Background: an optimization exercise with open tools, aiming at small area and a short achievable clock period. Do not read the settings as production practice.
Only simulation tests tie the RTL to the original design; equivalence was not proved.

### design/flow/config.mk
export PLATFORM = sky130hd
export DESIGN_NAME = metronome_top
export DESIGN_NICKNAME = metronome_top
export VERILOG_FILES = /design/flow/design.v
export SDC_FILE = /design/flow/constraint.sdc
export NUM_CORES = 4
export LEC_CHECK = 0
export ABC_AREA = 1
export CAP_MARGIN = 20
export CORE_MARGIN = 2
export CORE_UTILIZATION = 70
export CTS_BUF_LIST = sky130_fd_sc_hd__clkbuf_8
export CTS_CLUSTER_DIAMETER = 60
export CTS_CLUSTER_SIZE = 15
export SLEW_MARGIN = 20
export BUFFER_PORTS_ARGS = -buffer_cell sky130_fd_sc_hd__buf_2
### design/flow/constraint.sdc
create_clock -name core_clock -period 140.0 [get_ports {i_clk}]
set_input_delay 28.0000 -clock core_clock [delete_from_list [all_inputs] [get_ports {i_clk}]]
set_output_delay 28.0000 -clock core_clock [all_outputs]
set_load 0.01 [all_outputs]
### design/flow/design.v
module metronome_top #(
	parameter BTN_WAIT_WIDTH	= 10,	 
	parameter BTN_HOLD_WIDTH	= 12,	 
	parameter LED_HOLD_WIDTH	= 8,	 
	parameter LIFE_LED_WIDTH	= 10,	 
	parameter SSI_TIMER_WIDTH	= 6		 
)(
	input 			i_clk,
	input 			i_reset,
	input 			i_uart_rx,
	input	[3:0]	i_control_btns,
	output	[3:0]	o_led_n,
	output	[6:0]	o_ssi_segments,
	output reg [3:0] o_ssi_code
);
	localparam GW0 = (BTN_WAIT_WIDTH > LIFE_LED_WIDTH) ? BTN_WAIT_WIDTH : LIFE_LED_WIDTH;
	localparam GW  = (GW0 > SSI_TIMER_WIDTH + 2) ? GW0 : SSI_TIMER_WIDTH + 2;
	localparam [34:0] BEAT_N = 35'd12000000000;
	localparam [34:0] BEAT_K = 35'h7_FFFF_FFFF - BEAT_N;	 
	wire first = ~o_ssi_code[0] & ~o_ssi_code[1];
	reg [GW-1:0] timer;
	always @(posedge i_clk, posedge i_reset)
		if (i_reset)	timer <= 0;
		else			timer <= timer + 1'b1;
	wire		btn_wait_end	= &timer[BTN_WAIT_WIDTH-1:0];
	wire		life_end		= &timer[LIFE_LED_WIDTH-1:0];
	wire [1:0]	ssi_sel			= timer[SSI_TIMER_WIDTH+1:SSI_TIMER_WIDTH];
	reg life_led;
	always @(posedge i_clk, posedge i_reset)
		if (i_reset)	life_led <= 1'b0;
		else			life_led <= life_led ^ life_end;
	reg [3:0] btn_d1, btn_lock;
	reg [3:0] btn_d2, btn_act;
	wire [3:0] btn_edge = btn_d1 & ~btn_d2;
	always @(posedge i_clk, posedge i_reset)
		if (i_reset) begin
			btn_d1		<= 0;
			btn_lock	<= 0;
		end else begin
			btn_d1		<= i_control_btns;
			btn_lock	<= btn_wait_end ? 4'b0 : (btn_lock | btn_edge);
		end
	always @(posedge i_clk) begin
		btn_d2		<= btn_d1;
		btn_act		<= btn_edge & ~btn_lock;
	end
	wire [1:0] hold_btn		= {btn_d1[3], btn_d1[1]};
	wire [1:0] hold_press	= {btn_act[3], btn_act[1]};
	reg  [1:0] hold_arm;
	reg  [1:0] hold_hit;
	reg  [BTN_HOLD_WIDTH-1:0] hold_cnt0, hold_cnt1;
	wire [BTN_HOLD_WIDTH-1:0] hold_inc0, hold_inc1;
	wire [1:0] hold_end;
	wire [1:0] hold_on		= hold_btn & hold_arm;
	wire [1:0] hold			= hold_btn & hold_hit;
	generate if (BTN_HOLD_WIDTH == 12) begin : hold_lfsr
		wire z0 = hold_cnt0[10:0] == 11'd0;
		wire z1 = hold_cnt1[10:0] == 11'd0;
		assign hold_inc0 = {hold_cnt0[10:0], hold_cnt0[11] ^ hold_cnt0[5] ^ hold_cnt0[3] ^ hold_cnt0[0] ^ z0};
		assign hold_inc1 = {hold_cnt1[10:0], hold_cnt1[11] ^ hold_cnt1[5] ^ hold_cnt1[3] ^ hold_cnt1[0] ^ z1};
		assign hold_end = {hold_cnt1[11] & z1, hold_cnt0[11] & z0};
	end else begin : hold_bin
		assign hold_inc0 = hold_cnt0 + 1'b1;
		assign hold_inc1 = hold_cnt1 + 1'b1;
		assign hold_end = {&hold_cnt1, &hold_cnt0};
	end endgenerate
	always @(posedge i_clk, posedge i_reset)
		if (i_reset)	hold_arm <= 0;
		else			hold_arm <= hold_press | hold_on;
	always @(posedge i_clk) begin
		hold_hit	<= hold_on & hold_end;
		hold_cnt0	<= hold_on[0] ? hold_inc0 : {BTN_HOLD_WIDTH{1'b0}};
		hold_cnt1	<= hold_on[1] ? hold_inc1 : {BTN_HOLD_WIDTH{1'b0}};
	end
	localparam RX_IDLE = 3'd0, RX_START = 3'd1, RX_DATA = 3'd2, RX_STOP = 3'd3, RX_DONE = 3'd4;
	reg			rx_meta, rx_sync;
	reg [2:0]	rx_state;
	reg [6:0]	rx_cnt;
	reg [2:0]	rx_bit;
	wire rx_half	= rx_cnt == 7'b1010100;
	wire rx_full	= rx_cnt == 7'b1101100;
	wire [6:0] rx_cnt_inc = {rx_cnt[5:0], rx_cnt[6] ^ rx_cnt[5] ^ (rx_cnt[5:0] == 6'd0)};
	wire rx_dv		= rx_state == RX_DONE;
	wire rx_sample	= (rx_state == RX_DATA) & rx_full;
	always @(posedge i_clk, posedge i_reset)
		if (i_reset) begin
			rx_meta		<= 1'b1;
			rx_state	<= RX_IDLE;
		end else begin
			rx_meta		<= i_uart_rx;
			case (rx_state)
				RX_IDLE:	if (~rx_sync) rx_state <= RX_START;
				RX_START:	if (rx_half) rx_state <= rx_sync ? RX_IDLE : RX_DATA;
				RX_DATA:	if (rx_full & (&rx_bit)) rx_state <= RX_STOP;
				RX_STOP:	if (rx_full) rx_state <= RX_DONE;
				default:	rx_state <= RX_IDLE;
			endcase
		end
	always @(posedge i_clk) begin
		rx_sync	<= rx_meta;
		rx_cnt	<= (((rx_state == RX_START) & ~rx_half) |
					(((rx_state == RX_DATA) | (rx_state == RX_STOP)) & ~rx_full)) ? rx_cnt_inc : 7'd0;
		rx_bit	<= (rx_state == RX_DATA) ? rx_bit + rx_full : 3'd0;
	end
	reg [2:0]	msg_state;	 
	reg			rx_match;	 
	reg [31:0]	rx_data;	 
	wire [7:0]	rx_expect	= (msg_state == 3'd1) ? 8'h73 : 8'h65;
	wire		msg_data	= msg_state[2] ? ~(msg_state[1] & msg_state[0]) : (msg_state[1] & msg_state[0]);
	always @(posedge i_clk) begin
		if (rx_sample)
			rx_match <= ((rx_bit == 3'd0) | rx_match) & (rx_sync == rx_expect[rx_bit]);
		if (rx_sample & msg_data)
			rx_data <= {rx_sync, rx_data[31:1]};
	end
	always @(posedge i_clk, posedge i_reset)
		if (i_reset)
			msg_state <= 3'd0;
		else if (msg_state == 3'd0 || msg_state == 3'd2)
			msg_state <= 3'd1;
		else if (rx_dv)
			case (msg_state)
				3'd1:		msg_state <= rx_match ? 3'd3 : 3'd0;
				3'd7:		msg_state <= rx_match ? 3'd2 : 3'd0;
				default:	msg_state <= msg_state + 1'b1;
			endcase
	wire		uart_msg	= msg_state == 3'd2;
	wire [31:0]	uart_value	= {rx_data[7:0], rx_data[15:8], rx_data[23:16], rx_data[31:24]};
	reg [33:0]	bpm;
	reg			bpm_changed;
	reg			led_600, led_9999;
	wire p1 = btn_act[0], p5 = btn_act[1], p10 = hold[0];
	wire m1 = btn_act[2], m5 = btn_act[3], m10 = hold[1];
	wire		btn_any	= p1 | p5 | p10 | m1 | m5 | m10;
	wire [4:0]	delta	= p1 ? 5'd1 : p5 ? 5'd5 : p10 ? 5'd10 : m1 ? 5'h1f : m5 ? 5'h1b : m10 ? 5'h16 : 5'd0;
	wire [33:0]	addend	= {{29{delta[4]}}, delta};
	wire [34:0]	bc;
	wire [33:0]	bsum;
	assign bc[0] = 1'b0;
	genvar i;
	generate for (i = 0; i < 34; i = i + 1) begin : bpm_add
		assign bsum[i]	= bpm[i] ^ addend[i] ^ bc[i];
		assign bc[i+1]	= (bpm[i] & addend[i]) | (bc[i] & (bpm[i] ^ addend[i]));
	end endgenerate
	wire [33:0]	bpm_btn		= (delta[4] & ~bc[34]) ? 34'd0 : bsum;
	wire [33:0]	bpm_next	= uart_msg ? {2'b00, uart_value} : bpm_btn;
	always @(posedge i_clk, posedge i_reset)
		if (i_reset) begin
			bpm			<= 0;
			led_600		<= 1'b0;
			led_9999	<= 1'b0;
		end else begin
			bpm			<= bpm_next;
			led_600		<= bpm_next >= 34'd600;
			led_9999	<= bpm_next >= 34'd9999;
		end
	always @(posedge i_clk)
		bpm_changed <= uart_msg | btn_any;
	reg [34:0]	beat_p;
	reg			trig;
	wire		beat_hit	= first | ~beat_p[34];
	wire		zn			= (bpm == 34'd0) | (bpm > BEAT_N[33:0]);
	wire		reload		= beat_hit | bpm_changed;
	wire [34:0]	beat_a		= reload ? (zn ? {beat_hit, 34'd0} : BEAT_K) : beat_p;
	wire [34:0]	beat_b		= zn ? 35'd0 : beat_hit ? {bpm, 1'b0} : {1'b0, bpm};
	wire [35:0]	pc;
	wire [34:0]	psum;
	assign pc[0] = zn & (beat_hit | ~bpm_changed);
	generate for (i = 0; i < 35; i = i + 1) begin : beat_add
		assign psum[i]	= beat_a[i] ^ beat_b[i] ^ pc[i];
		assign pc[i+1]	= (beat_a[i] & beat_b[i]) | (pc[i] & (beat_a[i] ^ beat_b[i]));
	end endgenerate
	always @(posedge i_clk)
		beat_p <= psum;
	always @(posedge i_clk, posedge i_reset)
		if (i_reset)	trig <= 1'b0;
		else			trig <= beat_hit;
	reg							led_on, beat_led;
	reg [LED_HOLD_WIDTH-1:0]	led_cnt;
	wire [LED_HOLD_WIDTH-1:0]	led_inc;
	wire						led_end;
	generate if (LED_HOLD_WIDTH == 8) begin : led_lfsr
		wire z = led_cnt[6:0] == 7'd0;
		assign led_inc = {led_cnt[6:0], led_cnt[7] ^ led_cnt[5] ^ led_cnt[4] ^ led_cnt[3] ^ z};
		assign led_end = led_cnt[7] & z;
	end else begin : led_bin
		assign led_inc = led_cnt + 1'b1;
		assign led_end = &led_cnt;
	end endgenerate
	always @(posedge i_clk, posedge i_reset)
		if (i_reset) begin
			led_on		<= 1'b0;
			beat_led	<= 1'b0;
		end else begin
			led_on		<= led_on ? ~led_end : trig;
			beat_led	<= led_on & ~led_end;
		end
	always @(posedge i_clk)
		led_cnt <= led_on ? led_inc : {LED_HOLD_WIDTH{1'b0}};
	assign o_led_n = ~{beat_led, led_9999, led_600, life_led};
	function [3:0] div10_step;
		input [3:0] r;
		reg q;
		begin
			q = r[3] | (r[2] & (r[1] | r[0]));
			div10_step = {q, (r[3] & r[0]) | (r[2] & ~r[1] & ~r[0]),
			                 (r[1] & (~r[2] | r[0])) | (r[3] & ~r[0]),
			                 r[0] ^ q};
		end
	endfunction
	function [17:0] div10;
		input [13:0] n;
		integer k;
		reg [3:0] r, t;
		reg [13:0] q;
		begin
			r = {1'b0, n[13:11]};
			q[13:11] = 3'd0;
			for (k = 10; k >= 0; k = k - 1) begin
				t = div10_step(r);
				q[k] = t[3];
				r = {t[2:0], n[k]};
			end
			div10 = {q, r};
		end
	endfunction
	reg  [13:0]	d_n1;	 
	reg  [10:0]	d_q1;	 
	reg  [7:0]	d_q2;	 
	wire [17:0]	d_s1 = div10(d_n1);
	wire [17:0]	d_s2 = div10({3'd0, d_q1});
	wire [17:0]	d_s3 = div10({6'd0, d_q2});
	always @(posedge i_clk) begin
		d_n1	<= bpm[13:0];
		d_q2	<= d_s2[11:4];
	end
	always @(posedge i_clk, posedge i_reset)
		if (i_reset)	d_q1 <= 0;
		else			d_q1 <= d_s1[14:4];
	wire		dig_big	= d_q2 >= 8'd100;
	reg  [3:0]	dig_sel;
	always @(*)
		case (ssi_sel)
			2'd0:		dig_sel = d_s1[3:0];
			2'd1:		dig_sel = d_s2[3:0];
			2'd2:		dig_sel = d_s3[3:0];
			default:	dig_sel = d_s3[7:4];
		endcase
	reg [3:0] ssi_digit;
	reg [6:0] ssi_seg;	 
	assign o_ssi_segments = ssi_seg ^ 7'b1000000;
	always @(posedge i_clk, posedge i_reset)
		if (i_reset) begin
			o_ssi_code		<= 4'b0000;
			ssi_digit		<= 4'd0;
			ssi_seg			<= 7'b0000000;
		end else begin
			case (ssi_sel)
				2'd0:		o_ssi_code <= 4'b1110;
				2'd1:		o_ssi_code <= 4'b1101;
				2'd2:		o_ssi_code <= 4'b1011;
				default:	o_ssi_code <= 4'b0111;
			endcase
			ssi_digit <= dig_big ? 4'd9 : dig_sel;
			case (ssi_digit)
				4'd1:		ssi_seg <= 7'b0111001;
				4'd2:		ssi_seg <= 7'b1100100;
				4'd3:		ssi_seg <= 7'b1110000;
				4'd4:		ssi_seg <= 7'b1011001;
				4'd5:		ssi_seg <= 7'b1010010;
				4'd6:		ssi_seg <= 7'b1000010;
				4'd7:		ssi_seg <= 7'b0111000;
				4'd8:		ssi_seg <= 7'b1000000;
				4'd9:		ssi_seg <= 7'b1010000;
				default:	ssi_seg <= 7'b0000000;
			endcase
		end
endmodule
### design/flow/flow/run.sh
#!/bin/bash
# The standard layout, with two changes:
#  - after the standard synthesis, the combinational logic is re-mapped by
#    flow/reopt.tcl with the ABC script flow/reopt.abc (flip-flops, adder
#    cells and their instance names are kept as they are);
#  - the port buffers are sky130_fd_sc_hd__buf_2.
set -euo pipefail
here=$(pwd)
echo 'export BUFFER_PORTS_ARGS = -buffer_cell sky130_fd_sc_hd__buf_2' >> config.mk
bash standard.sh synth > standard_synth.log 2>&1
res=$here/orfs/results/sky130hd/metronome_top/base
cp $res/1_2_yosys.v $here/standard_synth_netlist.v
REOPT_LIB=$FLOW_HOME/platforms/sky130hd/lib/sky130_fd_sc_hd__tt_025C_1v80.lib \
REOPT_IN=$here/standard_synth_netlist.v \
REOPT_TOP=$FLOW_TOP \
REOPT_ABC=$here/flow/reopt.abc \
REOPT_OUT=$res/1_2_yosys.v \
	yosys -c flow/reopt.tcl > reopt.log 2>&1
rm -f $res/1_synth.odb $res/1_synth.sdc
bash standard.sh finish > standard_finish.log 2>&1
### design/flow/flow/reopt.abc
strash
dc2
resub -K 8
dc2
&get -n
&dch -f
&nf -a -R 1000
&put
&get -n
&dch -f
&nf -a -R 1000
&put
### design/flow/flow/reopt.tcl
# Re-map the combinational logic of the standard synthesis netlist with a
# stronger ABC script.  Flip-flops, adder cells and tie cells stay as they are,
# with their instance names.
yosys -import
set lib $::env(REOPT_LIB)
set keep {sky130_fd_sc_hd__df* sky130_fd_sc_hd__edf* sky130_fd_sc_hd__sdf* sky130_fd_sc_hd__fa_* sky130_fd_sc_hd__ha_* sky130_fd_sc_hd__conb_*}
read_liberty -ignore_miss_func $lib
read_verilog $::env(REOPT_IN)
hierarchy -top $::env(REOPT_TOP)
foreach k $keep { setattr -mod -set keep_hierarchy 1 $k }
flatten
opt_clean -purge
abc -liberty $lib -script $::env(REOPT_ABC) -dont_use sky130_fd_sc_hd__probe_p_8 -dont_use sky130_fd_sc_hd__probec_p_8 -dont_use sky130_fd_sc_hd__lpflow_bleeder_1 -dont_use sky130_fd_sc_hd__lpflow_clkbufkapwr_1 -dont_use sky130_fd_sc_hd__lpflow_clkbufkapwr_16 -dont_use sky130_fd_sc_hd__lpflow_clkbufkapwr_2 -dont_use sky130_fd_sc_hd__lpflow_clkbufkapwr_4 -dont_use sky130_fd_sc_hd__lpflow_clkbufkapwr_8 -dont_use sky130_fd_sc_hd__lpflow_clkinvkapwr_1 -dont_use sky130_fd_sc_hd__lpflow_clkinvkapwr_16 -dont_use sky130_fd_sc_hd__lpflow_clkinvkapwr_2 -dont_use sky130_fd_sc_hd__lpflow_clkinvkapwr_4 -dont_use sky130_fd_sc_hd__lpflow_clkinvkapwr_8 -dont_use sky130_fd_sc_hd__lpflow_decapkapwr_12 -dont_use sky130_fd_sc_hd__lpflow_decapkapwr_3 -dont_use sky130_fd_sc_hd__lpflow_decapkapwr_4 -dont_use sky130_fd_sc_hd__lpflow_decapkapwr_6 -dont_use sky130_fd_sc_hd__lpflow_decapkapwr_8 -dont_use sky130_fd_sc_hd__lpflow_inputiso0n_1 -dont_use sky130_fd_sc_hd__lpflow_inputiso0p_1 -dont_use sky130_fd_sc_hd__lpflow_inputiso1n_1 -dont_use sky130_fd_sc_hd__lpflow_inputiso1p_1 -dont_use sky130_fd_sc_hd__lpflow_inputisolatch_1 -dont_use sky130_fd_sc_hd__lpflow_isobufsrc_1 -dont_use sky130_fd_sc_hd__lpflow_isobufsrc_16 -dont_use sky130_fd_sc_hd__lpflow_isobufsrc_2 -dont_use sky130_fd_sc_hd__lpflow_isobufsrc_4 -dont_use sky130_fd_sc_hd__lpflow_isobufsrc_8 -dont_use sky130_fd_sc_hd__lpflow_isobufsrckapwr_16 -dont_use sky130_fd_sc_hd__lpflow_lsbuf_lh_hl_isowell_tap_1 -dont_use sky130_fd_sc_hd__lpflow_lsbuf_lh_hl_isowell_tap_2 -dont_use sky130_fd_sc_hd__lpflow_lsbuf_lh_hl_isowell_tap_4 -dont_use sky130_fd_sc_hd__lpflow_lsbuf_lh_isowell_4 -dont_use sky130_fd_sc_hd__lpflow_lsbuf_lh_isowell_tap_1 -dont_use sky130_fd_sc_hd__lpflow_lsbuf_lh_isowell_tap_2 -dont_use sky130_fd_sc_hd__lpflow_lsbuf_lh_isowell_tap_4 
opt_clean -purge
setundef -zero
hilomap -singleton -hicell sky130_fd_sc_hd__conb_1 HI -locell sky130_fd_sc_hd__conb_1 LO
insbuf -buf sky130_fd_sc_hd__buf_4 A X
opt_clean -purge
foreach k $keep { blackbox $k }
stat -liberty $lib
write_verilog -noattr -nohex -nodec -selected $::env(REOPT_OUT)
### design/flow/standard.sh
#!/bin/bash
# synth_recipe.tcl (not shown) runs the flow's synth.tcl, then flattens the netlist and writes it again
# the make line also repeats each setting of config.mk as NAME=value (left out here)
make -C /OpenROAD-flow-scripts/flow DESIGN_CONFIG=/design/flow/config.mk WORK_HOME=/design/flow/orfs CLKGATE_MAP_FILE= SYNTH_SCRIPT=/design/flow/synth_recipe.tcl "${@:-finish}"
==> results.txt, run 1 <==
The total half-perimeter wirelength after legalization and detailed placement came out at 14710 um. The reported max-cap violation count came out at 0. The die boundary height is 129.2 um.

The total overflow left after global routing is 0. The final count of pins violating max slew was 0. For this run, the slowest stage of the critical path takes 0.34 ns. The multi-input gate area in the final layout is 4927 um^2.

For this run, the number of Yosys warnings is 1. STA classifies the critical path endpoint as an output pin. On the final layout, the worst hold slack is 0.4000 ns. The part of the cycle the worst path needs is 20.77%. The synthesized netlist occupies a cell area of 10970 um^2. The average instance area after synthesis came out at 10.27 um^2. The final hold violation count is 0. TritonCTS built the clock tree. The number of diodes came out at 0.

The first detailed-routing pass ran for 5 iterations. In this run the tightest slew margin relative to its limit is 47.68%. The standard cell core area came out at 15260 um^2. The shortest period the worst path allows is 29.08 ns.

The worst setup path is of the reg2out kind. The post-CTS clock slew at the launch and capture registers of the worst setup and hold paths came out at 0.09 ns. In the final layout, flip-flops and latches occupy 5542 um^2. The instance area after placement is 11350 um^2.

The number of hold buffers added after cts is 0. The cell total after placement is 1301. The post-layout worst setup margin came out at 110.92 ns. After routing the design area is 11690 um^2. The count of unresolved DRC violations after routing came out at 0. At the end of routability-driven placement, the weighted congestion stood at 0.9377. The per-cell routed wire length is 15.07 um. The post-layout net count is 1199.

The required time at the endpoint of the critical path came out at 112.00 ns. For this design, the sink count on the clock tree is 237. The final-layout fill cell count came out at 1084. The number of nets still failing antenna checks after routing came out at 0.

The die is 129.2 um wide. The final count of negative-setup-slack endpoints is 0. Setup total negative slack on the finished layout was measured at 0 ns. The area of the die came out at 16690 um^2. The number of global-route vias before repair is 7158. The total I/O pin count is 22. STA classifies the critical path startpoint as a flip-flop. The worst hold path belongs to the class reg2reg.

The total of cells resized after clock tree synthesis came out at 0. In this run the number of H-tree levels came out at 1. The global router's overall resource usage is 25.75%. The final worst clock skew is 0.02541 ns.

The core occupancy in the finished layout came out at 76.59%. Leaving out fill and tap cells, the most frequent cells in the layout are sky130_fd_sc_hd__clkinv_1 (118), sky130_fd_sc_hd__nor2_1 (114), sky130_fd_sc_hd__dfxtp_1 (111), sky130_fd_sc_hd__a21oi_1 (96), sky130_fd_sc_hd__nand2_1 (94). The initialized floorplan defines 45 standard-cell rows.

The number of clock buffers inserted by TritonCTS is 19. The slowest stage of the critical path is the sky130_fd_sc_hd__dfrtp_1 cell. The number of buffers inserted to repair setup after CTS is 0.

The leading cell type in the layout, fill and taps excluded is sky130_fd_sc_hd__clkinv_1. Timing would allow up to 0.03439 GHz. The flow ran to the end and the layout has no timing, DRC or antenna violations.

The synthesized instance count is 1068. The ratio of cells with drive above 1 in the final layout came out at 4.982%. Entering global routing, the biggest net connects 65 pins.

Setup repair after global routing left no endpoint under its margin. The setup slack after placement came out at 110.79 ns. The maximum fanout along the worst path is 2. The number of antenna violations at the first check in global routing came out at 0. The number of buffer cells added on primary ports is 21. The number of vias after detailed routing came out at 7546.

The cell sitting at the root of the clock tree is a sky130_fd_sc_hd__clkbuf_8. The initial detailed-routing violation count is 589. Wires add up to 20110 um.

The area added between synthesis and finish is 6.536%. Dividing the detail-routed via count by the number of cells gives 5.652. At the later pin of the worst-skew pair, clock insertion delay measures 0.53 ns. The critical path goes through clkinv_1, buf_2. The final non-filler cell total is 1335.

The wire length of the first global-routing pass came out at 34440 um. At the pin with the least slew margin, the transition time is 0.7848 ns. The initial core utilization is 71.89%. The total nets after synthesis is 1156. The maximum clock insertion buffer count came out at 3. The data arrival time of the critical path is 1.08 ns.
==> critical path, delay by kind of cell, from the launching register on <==
family	cells	cell delay [ns]
buffers and inverters	2	0.21
flip-flops	1	0.34
==> layout make-up <==
| cell class | count | share of cell area, % |
|---|---|---|
| multi-input combinational | 704 | 42.16 |
| clock inverter | 14 | 0.4818 |
| sequential | 237 | 47.42 |
| inverter | 119 | 3.844 |
| timing repair buffer | 30 | 1.478 |
| tap | 211 | 2.259 |
| clock buffer | 20 | 2.355 |
==> worst paths after layout <==
kind / startpoint / end / slack [ns] / cells after the start
min in group asynchronous: i_reset / timer[6] / 27.45 / 2
setup / recovery: life_led / o_led_n[0] / 110.92 / 2
hold / removal: rx_meta / rx_sync / 0.40 / 0
hold reg to reg: rx_meta / rx_sync / 0.40 / 0
setup reg to reg: btn_d1[1] / led_600 / 123.11 / 48
max in group asynchronous: i_reset / rx_state[2] / 111.41 / 3
==> state kept, by name, summed over array words and instances, names as in the netlist, 3 cells and up <==
register / count
rx_cnt: 7
btn_act: 4
o_ssi_code: 4
d_q1: 11
led_cnt: 8
rx_data: 32
d_q2: 8
hold_cnt1: 12
btn_d2: 4
rx_bit: 3
d_n1: 14
btn_d1: 4
ssi_digit: 4
beat_p: 35
hold_cnt0: 12
rx_state: 3
btn_lock: 4
msg_state: 3
ssi_seg: 7
timer: 10
bpm: 34
==> layer usage <==
layer	global-route usage, %	wire length (um)	vias to the layer above
met1	38.43	9517	3614
li1	-	-	3700
met3	3.964	1043	37
met2	40.31	9141	195
met4	6.522	412	0
met5	0	0	-
==> inputs of run 2 (changes only) <==
--- a/design/flow/config.mk
+++ b/design/flow/config.mk
@@ -10,6 +10,6 @@
 export CORE_MARGIN = 2
-export CORE_UTILIZATION = 70
-export CTS_BUF_LIST = sky130_fd_sc_hd__clkbuf_8
-export CTS_CLUSTER_DIAMETER = 60
-export CTS_CLUSTER_SIZE = 15
+export CORE_UTILIZATION = 60
+export CTS_BUF_LIST = sky130_fd_sc_hd__clkbuf_16
+export CTS_CLUSTER_DIAMETER = 80
+export CTS_CLUSTER_SIZE = 22
 export SLEW_MARGIN = 20
==> run 2 against run 1 <==
  * Setup slack gained 0.024 ns
  * Register-to-register slack gained 0.17 ns
  * Critical path depth unchanged
  * Synthesized area is the same
  * Critical endpoint unchanged
  * Maximum frequency about the same
==> results.txt, run 2 <==
The flow ran to the end and the layout has no timing, DRC or antenna violations. The horizontal die dimension is 139.2 um (+7.8%).

The max-slew headroom at the worst pin came out at 44.74% (-2.9 points). The final-layout fill cell count is 1442 (+33%). In the final layout, the registers with the most flip-flops are beat_p x35, bpm x34, rx_data x32.

The post-CTS clock slew at the launch and capture registers of the worst setup and hold paths came to 0.09 ns (about the same). The number of cell rows came out at 49 (+8.9%). The final count of negative-setup-slack endpoints came out at 0 (unchanged). The reported max-cap violation count came out at 0 (unchanged).

The worst min-delay path category is reg2reg. The final hold violation count came to 0 (unchanged). The total half-perimeter wirelength after legalization and detailed placement is 14780 um (+0.54%). The number of nets still failing antenna checks after routing came out at 0 (unchanged). The library cell used most frequently in the layout, excluding fill and tap cells, is sky130_fd_sc_hd__clkinv_1.

The number of antenna violations at the first check in global routing came out at 0 (unchanged). The CTS tree is done. The final count of pins violating max slew is 0 (unchanged). The CTS sink count is 237 (unchanged). The detailed-router iteration count before antenna repair came out at 4 (-1).

The final global-route overflow total came out at 0 (unchanged). The endpoint identified for the worst register-to-register timing path is led_600. The average instance area after synthesis came out at 10.27 um^2 (unchanged). The number of buffers inserted to repair setup after CTS came to 0 (unchanged).

The number of synthesis warnings came out at 1 (unchanged). The minimum setup slack among reg-to-reg paths came out at 123.28 ns (+0.17 ns). The worst register-to-register path begins at btn_d1[1]. The initial detailed-routing violation count is 461 (-22%). The flip-flop count of the largest register after layout came out at 35 (unchanged). The maximum fanout along the worst path came out at 2 (unchanged). The capturing element type of the critical path is an output pin. The worst hold path begins at btn_d1[2]. The final estimated routing congestion in global placement is 0.8334 (-11%). In the layout the commonest cells are sky130_fd_sc_hd__clkinv_1 (120), sky130_fd_sc_hd__nor2_1 (114), sky130_fd_sc_hd__dfxtp_1 (111), sky130_fd_sc_hd__a21oi_1 (96), sky130_fd_sc_hd__nand2_1 (94). The number of hold buffers added after cts came out at 0 (unchanged). The number of vias after detailed routing is 7386 (-2.1%). The number of global-route vias before repair is 7200 (+0.59%). STA classifies the critical path startpoint as a flip-flop.

The cell area after synthesis is 10970 um^2 (unchanged). The number of clock buffers inserted by TritonCTS came out at 15 (-4). The final non-filler cell total is 1345 (+0.75%). The die boundary height came out at 139.2 um (+7.8%). The total I/O pin count came out at 22 (unchanged). The standard cell core area is 17960 um^2 (+18%). The area added between synthesis and finish is 7.916%. The final worst clock skew came out at 0.02858 ns (+0.003164 ns). The global router's overall resource usage is 22.36% (-3.4 points). The number of buffer cells added on primary ports came to 21 (unchanged).

The worst hold-check slack is 0.4009 ns (+0.0008770 ns). The slew at the pin closest to its max-slew limit is 0.8290 ns (+0.04417 ns). The area of the die came to 19380 um^2 (+16%). By startpoint and endpoint, the worst setup path is classified as reg2out. The detailed-route wire length is 20290 um (+0.85%). The worst hold path depth was 0 (unchanged). The part of the cycle the worst path needs was 20.75% (about the same).

The multi-input gate area in the final layout came out at 4927 um^2 (unchanged). The synthesized instance count came out at 1068 (unchanged). Setup repair after global routing left no endpoint under its margin. The via count normalized by instance count came out at 5.491 (-2.8%).

The post-layout net count is 1195 (-0.33%). For hold timing, the worst endpoint is btn_d2[2]. The post-layout worst setup margin is 110.95 ns (+0.02400 ns).

The wire length of the first global-routing pass came out at 35660 um (+3.5%). The required time at the endpoint of the critical path came out at 112.00 ns (about the same). The setup slack after placement is 110.77 ns (-0.02700 ns).

The data arrival time of the critical path is 1.05 ns (-0.03 ns). The number of diodes is 0 (unchanged). The H-tree depth was 1 (unchanged). The initial core utilization is 61.06% (-11 points). The count of unresolved DRC violations after routing was 0 (unchanged). The source-to-sink clock delay at the later pin of the worst-skew pair came out at 0.50 ns (-0.03 ns).

The depth of the worst register-to-register path came out at 48 (unchanged). The maximum clock insertion buffer count is 3 (unchanged). The total of cells resized after clock tree synthesis is 0 (unchanged).

The ratio of cells with drive above 1 in the final layout came out at 4.839% (-0.14 points). The post-route setup TNS is 0 ns (unchanged). The clock root buffer master is sky130_fd_sc_hd__clkbuf_16. The cell total after placement was 1319 (+1.4%). The pin count of the biggest net entering global routing came out at 65 (unchanged). The highest achievable clock rate is 0.03442 GHz (about the same). The per-cell routed wire length is 15.08 um (+0.10%). The register cell area after layout came out at 5542 um^2 (unchanged). Ranked by flip-flop count, first place goes to beat_p. The total nets after synthesis is 1156 (unchanged). The shortest period the worst path allows is 29.05 ns (-0.02400 ns).
-- run 2: per-stage QoR --
step,area [um^2],utilization (%)
final,11840,65.90
after CTS,11840,65.90
after global placement,11380,63.33
after detailed placement,11380,63.33
after global routing,11840,65.90
after floorplan,10970,-
-- run 2: cell type report --
type | instances | share of cell area, %
clock inverters | 10 | 0.5073
well taps | 229 | 2.420
repair buffers | 30 | 1.459
flip-flops and latches | 237 | 46.81
inverters | 119 | 3.795
multi-input cells | 704 | 41.62
clock buffers | 16 | 3.382
-- run 2: worst max-delay path by stage --
stage	to	from	slack (ns)
floorplan	beat_led	i_reset	110.44
global placement	rx_state[0]	i_reset	110.78
detailed placement	bpm[16]	i_reset	110.77
CTS	o_led_n[0]	life_led	110.92
global route	o_led_n[0]	life_led	110.90
finish	o_led_n[0]	life_led	110.95
-- run 2: worst max-delay path, cell delays in order, from the launching register on --
cell,delay (ns)
sky130_fd_sc_hd__dfrtp_1,0.33
sky130_fd_sc_hd__clkinv_1,0.08
sky130_fd_sc_hd__buf_2,0.14
-- run 2: per-layer routing --
layer  part of all wire [%]  vias up  routed length, um  GRT usage [%]
met5                      0        -                  0              0
met4                    1.5        0                303          3.828
met3                    3.6       24                723          3.097
met2                     45      108               9188          35.03
met1                     50     3560              10070          34.28
li1                       -     3694                  -              -

## port drivers added, routing unchanged
No port has a modelled driver above. Below, the same layouts with a new extraction and two added sets of constraints. Step 1 sets driving cells, clkbuf_16 on the clock port and buf_2 on the other inputs (assumed; they add their load-dependent delay and slew). Step 2 times the ports against the registers' clock, not the clock port: input delays grow and output delays shrink by t, the midpoint of the rising clock arrivals with the driver on. a / b / c = no drivers / after step 1 / after step 2; a / b = the first two.
run	shift t [ns]	setup WS [ns]	latest minus earliest clock arrival (ns)	slew at the worst register clock pin (ns)
run 1	0.554	110.924 / 110.884 / 110.880	0.026 / 0.026	0.10 / 0.10
run 2	0.527	110.948 / 110.905 / 110.874	0.030 / 0.030	0.09 / 0.09
After both steps every run listed still meets setup and hold. The setup slack of run 2, which loses most, moves by -0.043 ns with the drivers and by -0.074 ns with both steps. Setup slack includes reset recovery checks.
